From an optimization exercise on the open Yosys and OpenROAD flow, aimed at small area; shortcuts taken in it are not production practice. In this exercise RTL edits were held to simulation tests only and were not proved equivalent to the original. The clock input has no modelled driver; a real chip could not lean on it and would need a root buffer or a full tree. Power figures rest on the tool's default switching activity, not on a simulated workload.

## Top
module Top(
    clk, rst_switch, play_switch, signal_out1, signal_out2, signal_out3, LED, LED_state, mode4_handout_count, LED_switch
);
clock: 10.0 ns
lec_check: 0
cap_margin: 20
core_margin: 2
core_utilization: 40
slew_margin: 20
standard.sh (not shown) runs the stock make flow with config.mk's settings and CLKGATE_MAP_FILE= SYNTH_SCRIPT=/design/flow/synth_recipe.tcl, a recipe that flattens the netlist after the stock synthesis.
==> flow/flow/run.sh <==
#!/bin/bash
# Standard ORFS layout with three changes:
# - after the standard synthesis, the combinational logic is re-mapped for
#   area by yosys/abc (registers untouched: same cells and names); eight abc
#   runs with different seeds, and the smallest netlist that yosys proves
#   equal to the standard netlist is used (else the standard netlist);
# - the port buffers are the smallest buffer (buf_1);
# - the clock tree is two clkbuf_8 fed from the clock port (cts_hook.tcl).
# Each tool's output goes to its own log file in this folder.
set -euo pipefail
HERE=$(pwd)
RES=$HERE/orfs/results/$FLOW_PLATFORM/Top/base
YOSYS=yosys
[ -x "$FLOW_HOME/../tools/install/yosys/bin/yosys" ] && YOSYS=$FLOW_HOME/../tools/install/yosys/bin/yosys
LIB=$FLOW_HOME/platforms/$FLOW_PLATFORM/lib/sky130_fd_sc_hd__tt_025C_1v80.lib

bash standard.sh synth > synth.log 2>&1

resynth_one() {
  local d=resynth/s$1
  mkdir -p $d
  cp $RES/1_2_yosys.v $d/in.v
  cp $LIB $d/lib.lib
  cp flow/resynth.ys flow/equiv.ys $d/
  printf 'strash\n&get -n\n&st\n&deepsyn -T 30 -S %s\n&put\nstrash\n&get -n\n&dch\n&nf -R 1000 -p -F 10 -A 10 -C 32\n&put\n' $1 > $d/abc.script
  if (cd $d && $YOSYS -s resynth.ys > resynth.log 2>&1 && $YOSYS -s equiv.ys > equiv.log 2>&1) \
     && ! grep -q '^ *assign .*[&|^~]' $d/out.v; then
    grep 'Chip area for top' $d/resynth_stat.txt | awk '{print $NF}' > $d/area.txt
  fi
  rm -f $d/lib.lib
}
mkdir -p resynth
for s in 1 2 3 4; do resynth_one $s & done
wait
for s in 5 6 7 8; do resynth_one $s & done
wait
best=""; barea=""
for s in 1 2 3 4 5 6 7 8; do
  f=resynth/s$s/area.txt
  [ -s $f ] || continue
  a=$(cat $f)
  if [ -z "$barea" ] || awk -v a=$a -v b=$barea 'BEGIN{exit !(a<b)}'; then best=$s; barea=$a; fi
done
if [ -n "$best" ]; then
  cp resynth/s$best/out.v $RES/1_2_yosys.v
  touch $RES/1_2_yosys.v
  echo "resynth: used seed $best, area $barea" > resynth/status.txt
else
  echo "resynth: failed, standard netlist kept" > resynth/status.txt
fi

bash standard.sh BUFFER_PORTS_ARGS="-buffer_cell sky130_fd_sc_hd__buf_1" \
  PRE_CTS_TCL=$HERE/flow/cts_hook.tcl finish > standard.log 2>&1
Other scripts of this flow, unchanged in this note and not shown: flow/flow/cts_hook.tcl, flow/flow/equiv.ys, flow/flow/resynth.ys
Rerun with:
--- a/flow/flow/run.sh
+++ b/flow/flow/run.sh
@@ -4 +4 @@
-#   area by yosys/abc (registers untouched: same cells and names); eight abc
+#   area by yosys/abc (registers untouched: same cells and names); four abc
@@ -25 +25 @@
-  printf 'strash\n&get -n\n&st\n&deepsyn -T 30 -S %s\n&put\nstrash\n&get -n\n&dch\n&nf -R 1000 -p -F 10 -A 10 -C 32\n&put\n' $1 > $d/abc.script
+  printf 'strash\n&get -n\n&st\n&deepsyn -T 60 -S %s\n&put\nstrash\n&get -n\n&dch\n&nf -R 1000\n&put\n' $1 > $d/abc.script
@@ -35,2 +34,0 @@
-for s in 5 6 7 8; do resynth_one $s & done
-wait
@@ -38 +36 @@
-for s in 1 2 3 4 5 6 7 8; do
+for s in 1 2 3 4; do
=> The changed run completed with no timing, DRC or antenna violations. Total power decreases by a few percent. Cell area grows slightly. Via count falls by a few percent. Utilization came out lower by 0.22 points. Routed wire length climbs by a few percent. Maximum frequency fell slightly. Final cell count decreases slightly. Synthesized area goes up slightly. Clock skew came out higher by 0.0041 ns. Worst hold slack degrades by 0.012 ns. Critical path depth is unchanged.
No run of this note takes its clock network from TritonCTS; it comes from the design's own scripts or RTL.

========
Top, a different RTL version from the one above (not shown whole).
For scale: roughly 170 cells after synthesis, roughly 28 I/O pins, roughly 1500 sq um of cells after synthesis.
// Top
module Top(
    clk, rst_switch, play_switch, signal_out1, signal_out2, signal_out3, LED, LED_state, mode4_handout_count, LED_switch
);
export LEC_CHECK = 0
export CAP_MARGIN = 20
export CORE_MARGIN = 2
export CORE_UTILIZATION = 40
export SLEW_MARGIN = 20
create_clock -name core_clock -period 10.0 [get_ports {clk}]
==> flow/flow/run.sh <==
#!/bin/bash
# Standard ORFS layout with two changes:
# - after the standard synthesis, the combinational logic is re-mapped for
#   area by yosys/abc (registers untouched: same cells and names);
# - the port buffers are the smallest buffer (buf_1).
set -euo pipefail
HERE=$(pwd)
RES=$HERE/orfs/results/$FLOW_PLATFORM/Top/base
YOSYS=yosys
[ -x "$FLOW_HOME/../tools/install/yosys/bin/yosys" ] && YOSYS=$FLOW_HOME/../tools/install/yosys/bin/yosys

bash standard.sh synth > synth.log 2>&1

mkdir -p resynth
cp $RES/1_2_yosys.v resynth/in.v
cp $FLOW_HOME/platforms/$FLOW_PLATFORM/lib/sky130_fd_sc_hd__tt_025C_1v80.lib resynth/lib.lib
cp flow/resynth.ys flow/abc.script resynth/
(cd resynth && $YOSYS -s resynth.ys > resynth.log 2>&1)
rm -f resynth/lib.lib
cp resynth/out.v $RES/1_2_yosys.v
touch $RES/1_2_yosys.v

bash standard.sh BUFFER_PORTS_ARGS="-buffer_cell sky130_fd_sc_hd__buf_1" CTS_ARGS="-sink_clustering_enable -sink_clustering_size 50 -sink_clustering_max_diameter 1000 -buf_list sky130_fd_sc_hd__clkbuf_4 -root_buf sky130_fd_sc_hd__clkbuf_4 -repair_clock_nets" finish > standard.log 2>&1
==> flow/flow/abc.script <==
strash
&get -n
&st
&dch
&nf -R 1000
&put
==> flow/flow/resynth.ys <==
# Re-map the combinational logic of the standard synthesis netlist for area.
# Registers are kept as they are (same cells, same instance names); every
# other cell is dissolved into its liberty function and re-mapped by abc.
read_liberty -ignore_miss_func lib.lib
read_verilog in.v
hierarchy -top Top
setattr -mod -set keep_hierarchy 1 sky130_fd_sc_hd__dfxtp_1 sky130_fd_sc_hd__edfxtp_1 sky130_fd_sc_hd__dfrtp_1 sky130_fd_sc_hd__dfstp_1 sky130_fd_sc_hd__dfbbp_1
flatten
opt -purge
abc -liberty lib.lib -dont_use *lpflow* -dont_use *probe* -script abc.script
opt_clean -purge
tee -o resynth_stat.txt stat -liberty lib.lib
select Top
write_verilog -noattr -selected out.v
The baseline passed the timing, design-rule and antenna checks.
Next try:
--- a/flow/flow/run.sh
+++ b/flow/flow/run.sh
@@ -22,2 +22,2 @@
 
-bash standard.sh BUFFER_PORTS_ARGS="-buffer_cell sky130_fd_sc_hd__buf_1" CTS_ARGS="-sink_clustering_enable -sink_clustering_size 50 -sink_clustering_max_diameter 1000 -buf_list sky130_fd_sc_hd__clkbuf_4 -root_buf sky130_fd_sc_hd__clkbuf_4 -repair_clock_nets" finish > standard.log 2>&1
+bash standard.sh BUFFER_PORTS_ARGS="-buffer_cell sky130_fd_sc_hd__buf_1" CTS_ARGS="-sink_clustering_enable -sink_clustering_size 50 -sink_clustering_max_diameter 1000 -buf_list sky130_fd_sc_hd__clkbuf_8 -root_buf sky130_fd_sc_hd__clkbuf_8 -repair_clock_nets" finish > standard.log 2>&1
Effect: The new run completed without violations; register-to-register slack stays flat; worst setup slack hardly moves; total power rises by 5.2%.

## separate check: timing with driven ports
The results above use ideal ports. As a check the final layouts listed here were re-extracted and re-timed, cells and wires unchanged.
Step 1: set_driving_cell puts a clkbuf_16 on clk and a buf_2 on each other input, an assumption about the parent block.
Step 2 also shifts input and output timing later by t, the mid clock arrival at the registers, as if the neighbouring blocks saw the same clock.
Three values: ideal ports, drivers, drivers and shift; two values: the first two.
| run | shift t [ns] | setup slack, ns | hold WS [ns] | worst setup path after step 2 | worst register clock-pin slew, ns |
|---|---|---|---|---|---|
| the first run of note 1 | 0.190 | 5.752 / 5.730 / 5.730 | 0.408 / 0.408 / 0.408 | input to output | 0.10 / 0.10 |
| the second run of note 1 | 0.198 | 5.726 / 5.701 / 5.701 | 0.396 / 0.396 / 0.396 | input to output | 0.11 / 0.11 |
| the first run of note 2 | 0.361 | 5.770 / 5.747 / 5.747 | 0.452 / 0.452 / 0.452 | input to output | 0.11 / 0.11 |
| the second run of note 2 | 0.314 | 5.769 / 5.746 / 5.746 | 0.443 / 0.443 / 0.443 | input to output | 0.08 / 0.08 |
After both steps every run listed still meets setup and hold. The setup slack of the second run of note 1, which loses most, moves by -0.025 ns with the drivers and by -0.025 ns with both steps.
